This is an optimization exercise on Yosys and OpenROAD, whose aim is small area, not a production implementation.
In this exercise RTL edits were held to simulation tests only and were not proved equivalent to the original.
No activity file was given, so power comes from the tool's default toggle rates.

==> flow/design.v <==
module lfsr #(
  parameter integer W = 64
)(
  input  wire clk,
  input  wire rstn,
  input  wire enable,
  output reg  [W-1:0] state
);
  wire feedback;
  assign feedback = state[63] ^ state[62] ^ state[60] ^ state[59];
  always @(posedge clk or negedge rstn) begin
    if (!rstn) begin
      state <= {W{1'b1}};
    end else if (enable) begin
      state <= {state[W-2:0], feedback};
    end
  end
endmodule
module uart_tx #(
  parameter integer CLK_HZ = 100_000_000,
  parameter integer BAUD   = 115200
)(
  input  wire clk,
  input  wire rstn,
  input  wire start,
  input  wire [7:0] data,
  output reg  tx,
  output reg  busy
);
  localparam integer DIV = CLK_HZ / BAUD;
  reg [15:0] divcnt;
  reg [3:0]  bitcnt;
  reg [9:0]  shreg;
  always @(posedge clk or negedge rstn) begin
    if (!rstn) begin
      tx     <= 1'b1;
      busy   <= 1'b0;
      divcnt <= 0;
      bitcnt <= 0;
      shreg  <= 10'h3FF;
    end else begin
      if (!busy) begin
        if (start) begin
          shreg  <= {1'b1, data, 1'b0};
          busy   <= 1'b1;
          divcnt <= 0;
          bitcnt <= 0;
        end
      end else begin
        if (divcnt == DIV - 1) begin
          divcnt <= 0;
          tx     <= shreg[0];
          shreg  <= {1'b1, shreg[9:1]};
          bitcnt <= bitcnt + 1'b1;
          if (bitcnt == 10) begin
            busy <= 1'b0;
            tx   <= 1'b1;
          end
        end else begin
          divcnt <= divcnt + 1'b1;
        end
      end
    end
  end
endmodule
module top #(
  parameter integer N = 64,
  parameter integer CLK_HZ = 100_000_000,
  parameter integer BAUD   = 115200,
  parameter integer K      = 5                
)(
  input  wire clk,          
  input  wire btn_start,    
  input  wire rstn,         
  output wire uart_tx_o,    
  output wire [7:0] leds,
  output wire puf_launch,           
  output wire [N-1:0] puf_challenge,  
  input  wire puf_response          
);
  reg [2:0] btn_sync;
  always @(posedge clk or negedge rstn) begin
    if (!rstn) btn_sync <= 3'b000;
    else       btn_sync <= {btn_sync[1:0], btn_start};
  end
  wire start_pulse = (btn_sync[2:1] == 2'b01);
  reg lfsr_en;
  wire [N-1:0] chal;
  lfsr #(.W(N)) u_lfsr (
    .clk(clk),
    .rstn(rstn),
    .enable(lfsr_en),
    .state(chal)
  );
  reg launch;
  wire puf_bit = puf_response;
  assign puf_launch    = launch;
  assign puf_challenge = chal;
  reg [7:0] k_cnt;
  reg [7:0] ones_cnt;
  reg voted_bit;
  reg collecting;
  reg        uart_start;
  reg [7:0]  uart_data;
  wire       uart_busy;
  uart_tx #(.CLK_HZ(CLK_HZ), .BAUD(BAUD)) u_uart (
    .clk(clk),
    .rstn(rstn),
    .start(uart_start),
    .data(uart_data),
    .tx(uart_tx_o),
    .busy(uart_busy)
  );
  function [7:0] nybble_to_hex;
    input [3:0] nyb;
    begin
      nybble_to_hex = (nyb < 10) ? (8'h30 + nyb) : (8'h41 + (nyb - 10));
    end
  endfunction
  localparam S_IDLE   = 0;
  localparam S_LAUNCH = 1;
  localparam S_WAIT   = 2;
  localparam S_COUNT  = 3;
  localparam S_VOTE   = 4;
  localparam S_PRINT  = 5;
  reg [2:0] state;
  reg [7:0] print_idx;
  reg [3:0] nyb_idx;
  assign leds = {7'b0, voted_bit};
  always @(posedge clk or negedge rstn) begin
    if (!rstn) begin
      state      <= S_IDLE;
      lfsr_en    <= 1'b0;
      launch     <= 1'b0;
      collecting <= 1'b0;
      k_cnt      <= 0;
      ones_cnt   <= 0;
      voted_bit  <= 1'b0;
      uart_start <= 1'b0;
      uart_data  <= 8'h00;
      print_idx  <= 0;
      nyb_idx    <= 0;
    end else begin
      uart_start <= 1'b0;  
      launch     <= 1'b0;  
      case (state)
        S_IDLE: begin
          if (start_pulse) begin
            lfsr_en    <= 1'b1;
            collecting <= 1'b1;
            k_cnt      <= 0;
            ones_cnt   <= 0;
            state      <= S_LAUNCH;
          end
        end
        S_LAUNCH: begin
          lfsr_en <= 1'b0;  
          launch  <= 1'b1;  
          state   <= S_WAIT;
        end
        S_WAIT: begin
          k_cnt    <= k_cnt;
          state    <= S_COUNT;
        end
        S_COUNT: begin
          ones_cnt <= ones_cnt + puf_bit;
          k_cnt    <= k_cnt + 1'b1;
          if (k_cnt == K - 1) begin
            state <= S_VOTE;
          end else begin
            launch <= 1'b1;  
            state  <= S_WAIT;
          end
        end
        S_VOTE: begin
          voted_bit <= (ones_cnt >= ((K+1)/2));
          print_idx <= 0;
          nyb_idx   <= 0;
          state     <= S_PRINT;
        end
        S_PRINT: begin
          if (!uart_busy && !uart_start) begin
            case (print_idx)
              0: begin uart_data <= "C"; uart_start <= 1'b1; print_idx <= 1; end
              1: begin uart_data <= ","; uart_start <= 1'b1; print_idx <= 2; end
              2: begin
                   uart_data  <= nybble_to_hex(chal[63:60]);
                   uart_start <= 1'b1;
                   print_idx  <= 3;
                 end
              3: begin uart_data <= nybble_to_hex(chal[59:56]); uart_start <= 1'b1; print_idx <= 4; end
              4: begin uart_data <= nybble_to_hex(chal[55:52]); uart_start <= 1'b1; print_idx <= 5; end
              5: begin uart_data <= nybble_to_hex(chal[51:48]); uart_start <= 1'b1; print_idx <= 6; end
              6: begin uart_data <= nybble_to_hex(chal[47:44]); uart_start <= 1'b1; print_idx <= 7; end
              7: begin uart_data <= nybble_to_hex(chal[43:40]); uart_start <= 1'b1; print_idx <= 8; end
              8: begin uart_data <= nybble_to_hex(chal[39:36]); uart_start <= 1'b1; print_idx <= 9; end
              9: begin uart_data <= nybble_to_hex(chal[35:32]); uart_start <= 1'b1; print_idx <= 10; end
              10: begin uart_data <= nybble_to_hex(chal[31:28]); uart_start <= 1'b1; print_idx <= 11; end
              11: begin uart_data <= nybble_to_hex(chal[27:24]); uart_start <= 1'b1; print_idx <= 12; end
              12: begin uart_data <= nybble_to_hex(chal[23:20]); uart_start <= 1'b1; print_idx <= 13; end
              13: begin uart_data <= nybble_to_hex(chal[19:16]); uart_start <= 1'b1; print_idx <= 14; end
              14: begin uart_data <= nybble_to_hex(chal[15:12]); uart_start <= 1'b1; print_idx <= 15; end
              15: begin uart_data <= nybble_to_hex(chal[11:8]);  uart_start <= 1'b1; print_idx <= 16; end
              16: begin uart_data <= nybble_to_hex(chal[7:4]);   uart_start <= 1'b1; print_idx <= 17; end
              17: begin uart_data <= nybble_to_hex(chal[3:0]);   uart_start <= 1'b1; print_idx <= 18; end
              18: begin uart_data <= ","; uart_start <= 1'b1; print_idx <= 19; end
              19: begin uart_data <= "R"; uart_start <= 1'b1; print_idx <= 20; end
              20: begin uart_data <= ","; uart_start <= 1'b1; print_idx <= 21; end
              21: begin uart_data <= (voted_bit ? "1" : "0"); uart_start <= 1'b1; print_idx <= 22; end
              22: begin uart_data <= "\n"; uart_start <= 1'b1; print_idx <= 23; end
              default: begin
                state   <= S_IDLE;
              end
            endcase
          end
        end
      endcase
    end
  end
endmodule
==> flow/run.sh <==
#!/bin/bash
# synth_recipe.tcl (not shown) runs the flow's synth.tcl, then flattens the netlist and writes it again
# the make line also repeats each setting of config.mk as NAME=value (left out here)
make -C /OpenROAD-flow-scripts/flow DESIGN_CONFIG=/design/flow/config.mk WORK_HOME=/design/flow/orfs CLKGATE_MAP_FILE= SYNTH_SCRIPT=/design/flow/synth_recipe.tcl finish
==> flow/config.mk <==
export PLATFORM = sky130hd
export DESIGN_NAME = top
export DESIGN_NICKNAME = top
export VERILOG_FILES = /design/flow/design.v
export SDC_FILE = /design/flow/constraint.sdc
export NUM_CORES = 4
export LEC_CHECK = 0
export CAP_MARGIN = 20
export CORE_MARGIN = 2
export CORE_UTILIZATION = 40
export SLEW_MARGIN = 20
==> flow/constraint.sdc <==
create_clock -name core_clock -period 10.0 [get_ports {clk}]
set_input_delay 2.0000 -clock core_clock [delete_from_list [all_inputs] [get_ports {clk}]]
set_output_delay 2.0000 -clock core_clock [all_outputs]
set_load 0.01 [all_outputs]
==> run summary <==
----------------------------------------------------
[Run status]
  Outcome ... finished clean

[Layout]
  Fin nets ... 1170
  Fraction of final layout cells with drive strength greater than 1 ... 0.133
  Final std cells w/o fill ... 1391
  Number of fill cells ... 2215
  Area added between synthesis and finish ... 14.6%
  Ant diodes ... 0

[Timing]
  Highest clock frequency the design can meet ... 276 MHz
  Unrepaired setup endpoints after global routing ... false
  Transition time of the tightest slew-check pin ... 0.986 ns
  Fin. Hold Viols ... 0
  Max Slew Vio Count ... 0
  Final TNS setup ... 0 ns
  # setup viols final ... 0
  Post-route fraction of the period consumed by the critical path ... 0.363
  Slew Limit Headroom ... 0.343
  Final worst path period need ... 3.63 ns
  Post-route clock skew ... 0.00756 ns
  Final-layout worst hold slack ... 0.374 ns

[Setup path]
  Highest fanout seen on the critical path ... 8
  Required time of the worst setup path ... 8.00 ns
  Worst stage delay on the critical path ... 0.62 ns
  Gate family responsible for the most delay along the worst path ... flip-flops
  Worst setup path endpoint ... puf_challenge[60]
  Number of buffer and inverter stages on the critical path ... 1
  Critical Path, Cell by Cell ... clkdlybuf4s50_1
  Startpoint of the worst setup timing path ... u_lfsr.state[60]
  Minimum setup slack among reg-to-reg paths ... 7.14 ns
  Critical R2R Launch ... u_lfsr.state[13]
  Instance count on the critical path ... 1
  Crit. End Element ... output pin
  Crit path launch type ... register
  Worst Path Arrival ... 1.63 ns
  Crit Reg-Reg Endpoint ... uart_data[1]
  Slowest cell on the critical path ... sky130_fd_sc_hd__dfstp_2
  Critical path start-end classification ... register to output pin
  Worst reg2reg path depth ... 9

[Clocking]
  Post-CTS repair timing setup buffer count ... 0
  Number of buffers on the longest clock path ... 2
  Cts bufs inserted ... 17
  Clock tree root buffer cell ... sky130_fd_sc_hd__clkbuf_16
  Number of hold-repair buffers added at the cts stage ... 0
  CTS clk-pin slew, worst paths ... 0.06 ns
  CTS Sinks ... 133
  Number of gates resized after CTS ... 0
  Clock tree from TritonCTS ... done
  Number of H-tree levels ... 4
  Clock latency of the later-clocked register in the worst-skew pair ... 0.43 ns

[Floorplan]
  Die X ... 156 µm
  Starting density of the core ... 0.409
  Floorplan core area ... 0.0227 mm²
  Chip height ... 156 µm
  Placement Rows ... 55
  Ports placed on the boundary ... 78
  Die Outline Area ... 0.0244 mm²

[Power and ir drop]
  Sequential share of power ... 0.386
  Leak Pwr ... 4.27 nW
  Combinational group share of total power ... 0.352
  Worst supply voltage drop on vdd ... 0.115 mV
  Internal power ... 1.36 mW
  Switching power as a share of total power ... 0.384
  Total power divided by cell area ... 208 mW/mm²
  Clk network pwr share ... 0.263
  Net switching component of the power ... 0.849 mW

[Route]
  Routed via count ... 7633
  DRC violation count after routing ... 0
  DRC marker count from the first detailed-route iteration ... 448
  Drt pass-1 iters ... 5
  Wirelength per Cell ... 16.9 µm
  Average via count per standard cell ... 5.49
  Total detailed-routing wirelength ... 23500 µm
  Antenna viol nets, final ... 0

[Yosys]
  Count of flip-flops with a built-in enable after synthesis ... 0
  Proportion of netlist area held by the largest area contributor ... 0.210
  Synthesized area per cell ... 8.80 µm²
  Warnings from Yosys ... 3
  Post-Syn Instances ... 1055
  Leading area contributor after synthesis ... sky130_fd_sc_hd__dfstp_2
  Count of cell types in the netlist ... 59
  Register bit count reported by yosys ... 133
  Netlist area before placement ... 0.00928 mm²
  Top cells by area in the synthesized netlist ... sky130_fd_sc_hd__dfstp_2, sky130_fd_sc_hd__dfrtp_1, sky130_fd_sc_hd__ha_1
  Share of synthesized area occupied by flip-flops and latches ... 0.369
  Share of synthesized registers carrying an async set or reset ... 1.00
  Synth Flop Type ... sky130_fd_sc_hd__dfstp_2

[Run]
  Count of maximum capacitance violations ... 0

[Hold path]
  Hold path startpoint ... btn_sync[0]
  Worst hold path class ... register to register

[Global routing]
  Wire length of the first global-routing pass ... 38700 µm
  Grt total ovfl ... 0
  Initial antenna violation count ... 0
  Number of global-route vias before repair ... 7080
  Pin count of the biggest net entering global routing ... 79
  Gr usage total ... 0.199

[Placed design]
  Post-detailed-placement half-perimeter wirelength ... 17100 µm
  Count of port buffers added during placement ... 70
  Gpl congestion ... 0.938
  Placed Instances ... 1359

----------------------------------------------------
synthesized netlist by cell type, types with 8 or more instances:
cell	instances
sky130_fd_sc_hd__nand2_1	143
sky130_fd_sc_hd__o21ai_0	106
sky130_fd_sc_hd__dfstp_2	74
sky130_fd_sc_hd__ha_1	73
sky130_fd_sc_hd__dfrtp_1	59
sky130_fd_sc_hd__inv_1	57
sky130_fd_sc_hd__nor2_1	54
sky130_fd_sc_hd__nand3_1	45
sky130_fd_sc_hd__a21oi_1	43
sky130_fd_sc_hd__mux2i_1	38
sky130_fd_sc_hd__xor2_1	36
sky130_fd_sc_hd__clkbuf_1	35
sky130_fd_sc_hd__xnor2_1	34
sky130_fd_sc_hd__mux2_2	32
sky130_fd_sc_hd__o22ai_1	29
sky130_fd_sc_hd__nor4_1	20
sky130_fd_sc_hd__nand3b_1	17
sky130_fd_sc_hd__a211oi_1	15
sky130_fd_sc_hd__nand4_1	13
sky130_fd_sc_hd__nor3_1	12
sky130_fd_sc_hd__a31oi_1	11
sky130_fd_sc_hd__and3_1	11
sky130_fd_sc_hd__buf_1	8
sky130_fd_sc_hd__buf_4	8
sky130_fd_sc_hd__nor2b_1	8
flip-flops by register name (all words and copies together), names as in the netlist, 4 cells and up:
name,cells
ones_cnt,8
u_uart.bitcnt,4
u_lfsr.state,64
uart_data,7
k_cnt,8
print_idx,5
u_uart.shreg,9
u_uart.divcnt,16
logic make-up after synthesis:
kind of cell | Yosys count | share of synthesized area
AO/OA/AOI/OAI | 238 | 0.149
buffers and inverters | 118 | 0.0542
AND/OR/NAND/NOR | 352 | 0.183
XOR/XNOR | 70 | 0.0661
other | 1 | 0.000404
adder cells (fa/ha/maj) | 73 | 0.0984
multiplexers | 70 | 0.0798
flip-flops | 133 | 0.369
final cells by class:
type | instances | area (µm²) | share of cell area
multi-input combinational | 810 | 5380 | 0.506
clock buffer | 22 | 464 | 0.0436
clock inverter | 10 | 73.8 | 0.00694
inverter | 58 | 218 | 0.0205
sequential | 133 | 3420 | 0.322
tap | 285 | 357 | 0.0335
timing repair buffer | 73 | 724 | 0.0681
worst min path at each step:
stage             endpoint  cells past startpoint  slack, ns
6_report       btn_sync[1]                      0       0.37
4_1_cts        btn_sync[1]                      0       0.37
5_1_grt        btn_sync[1]                      0       0.40
2_1_floorplan  btn_sync[1]                      0       0.33
3_5_place_dp   btn_sync[1]                      0       0.35
3_3_place_gp   btn_sync[1]                      0       0.36
placed cells by master, fill, tap and decap left out, types with 4 or more instances in the layout:
cell	n
sky130_fd_sc_hd__nor2b_1	8
sky130_fd_sc_hd__nor4_1	20
sky130_fd_sc_hd__nand4_1	13
sky130_fd_sc_hd__ha_1	73
sky130_fd_sc_hd__o21ai_0	106
sky130_fd_sc_hd__mux2i_1	38
sky130_fd_sc_hd__xor2_1	36
sky130_fd_sc_hd__a31oi_1	11
sky130_fd_sc_hd__conb_1	7
sky130_fd_sc_hd__o31ai_1	4
sky130_fd_sc_hd__nand3_1	45
sky130_fd_sc_hd__inv_1	57
sky130_fd_sc_hd__nor3_1	12
sky130_fd_sc_hd__and3_1	11
sky130_fd_sc_hd__nand2b_1	6
sky130_fd_sc_hd__a21o_1	6
sky130_fd_sc_hd__nand3b_1	17
sky130_fd_sc_hd__mux2_2	32
sky130_fd_sc_hd__dfstp_2	74
sky130_fd_sc_hd__o22ai_1	29
sky130_fd_sc_hd__o21ai_1	5
sky130_fd_sc_hd__clkbuf_16	17
sky130_fd_sc_hd__dfrtp_1	58
sky130_fd_sc_hd__a211oi_1	15
sky130_fd_sc_hd__nor2_1	54
sky130_fd_sc_hd__a21oi_1	43
sky130_fd_sc_hd__xnor2_1	34
sky130_fd_sc_hd__nand2_1	143
sky130_fd_sc_hd__clkdlybuf4s50_1	69
routing by layer:
metal,vias to the layer above,share of wire,GRT usage
met5,-,0,0
met4,0,0.017,0.0577
met3,24,0.048,0.0330
met2,155,0.43,0.289
met1,3655,0.51,0.303
li1,3799,-,-
per-stage QoR:
stage                     total power, mW   util  instance area [µm²]  worst slack (ns)
after global placement               1.62  0.445                10100              6.49
after detailed placement             1.64  0.445                10100              6.49
final                                2.21  0.468                10600              6.37
after CTS                            2.23  0.468                10600              6.36
after floorplan                      1.38      -                 9300              7.23
after global routing                 2.37  0.468                10600              6.32
power by group through the flow:
stage	Clock [mW]	Combinational, mW	Sequential [mW]
detailed placement	0	0.774	0.863
CTS	0.597	0.779	0.856
floorplan	0	0.601	0.777
global placement	0	0.763	0.861
finish	0.580	0.778	0.852
global route	0.621	0.871	0.883

[static timing again, ports no longer ideal]
In the flow no input, the clock included, has a driving cell. The finished layout below was timed again as built, in two steps. Step 1 assumes that a clkbuf_16 drives the clock port and a buf_2 every other input. Step 2 adds t to the input delays and takes it off the output delays; t is the mean of the earliest and latest rising clock arrival at the registers after step 1. Input paths then give back, and output paths get back, about the clock's delay inside the block. Slacks: ideal / step 1 / step 2; pairs: ideal / step 1.
t (ns): 0.468
setup WS [ns]: 6.371 / 6.325 / 6.617
worst setup path at the end: input, reset recovery
After both steps this run still meets setup and hold. The setup slack of this run moves by -0.046 ns with the drivers and by +0.246 ns with both steps. The worst setup slack also covers recovery checks on asynchronous resets.
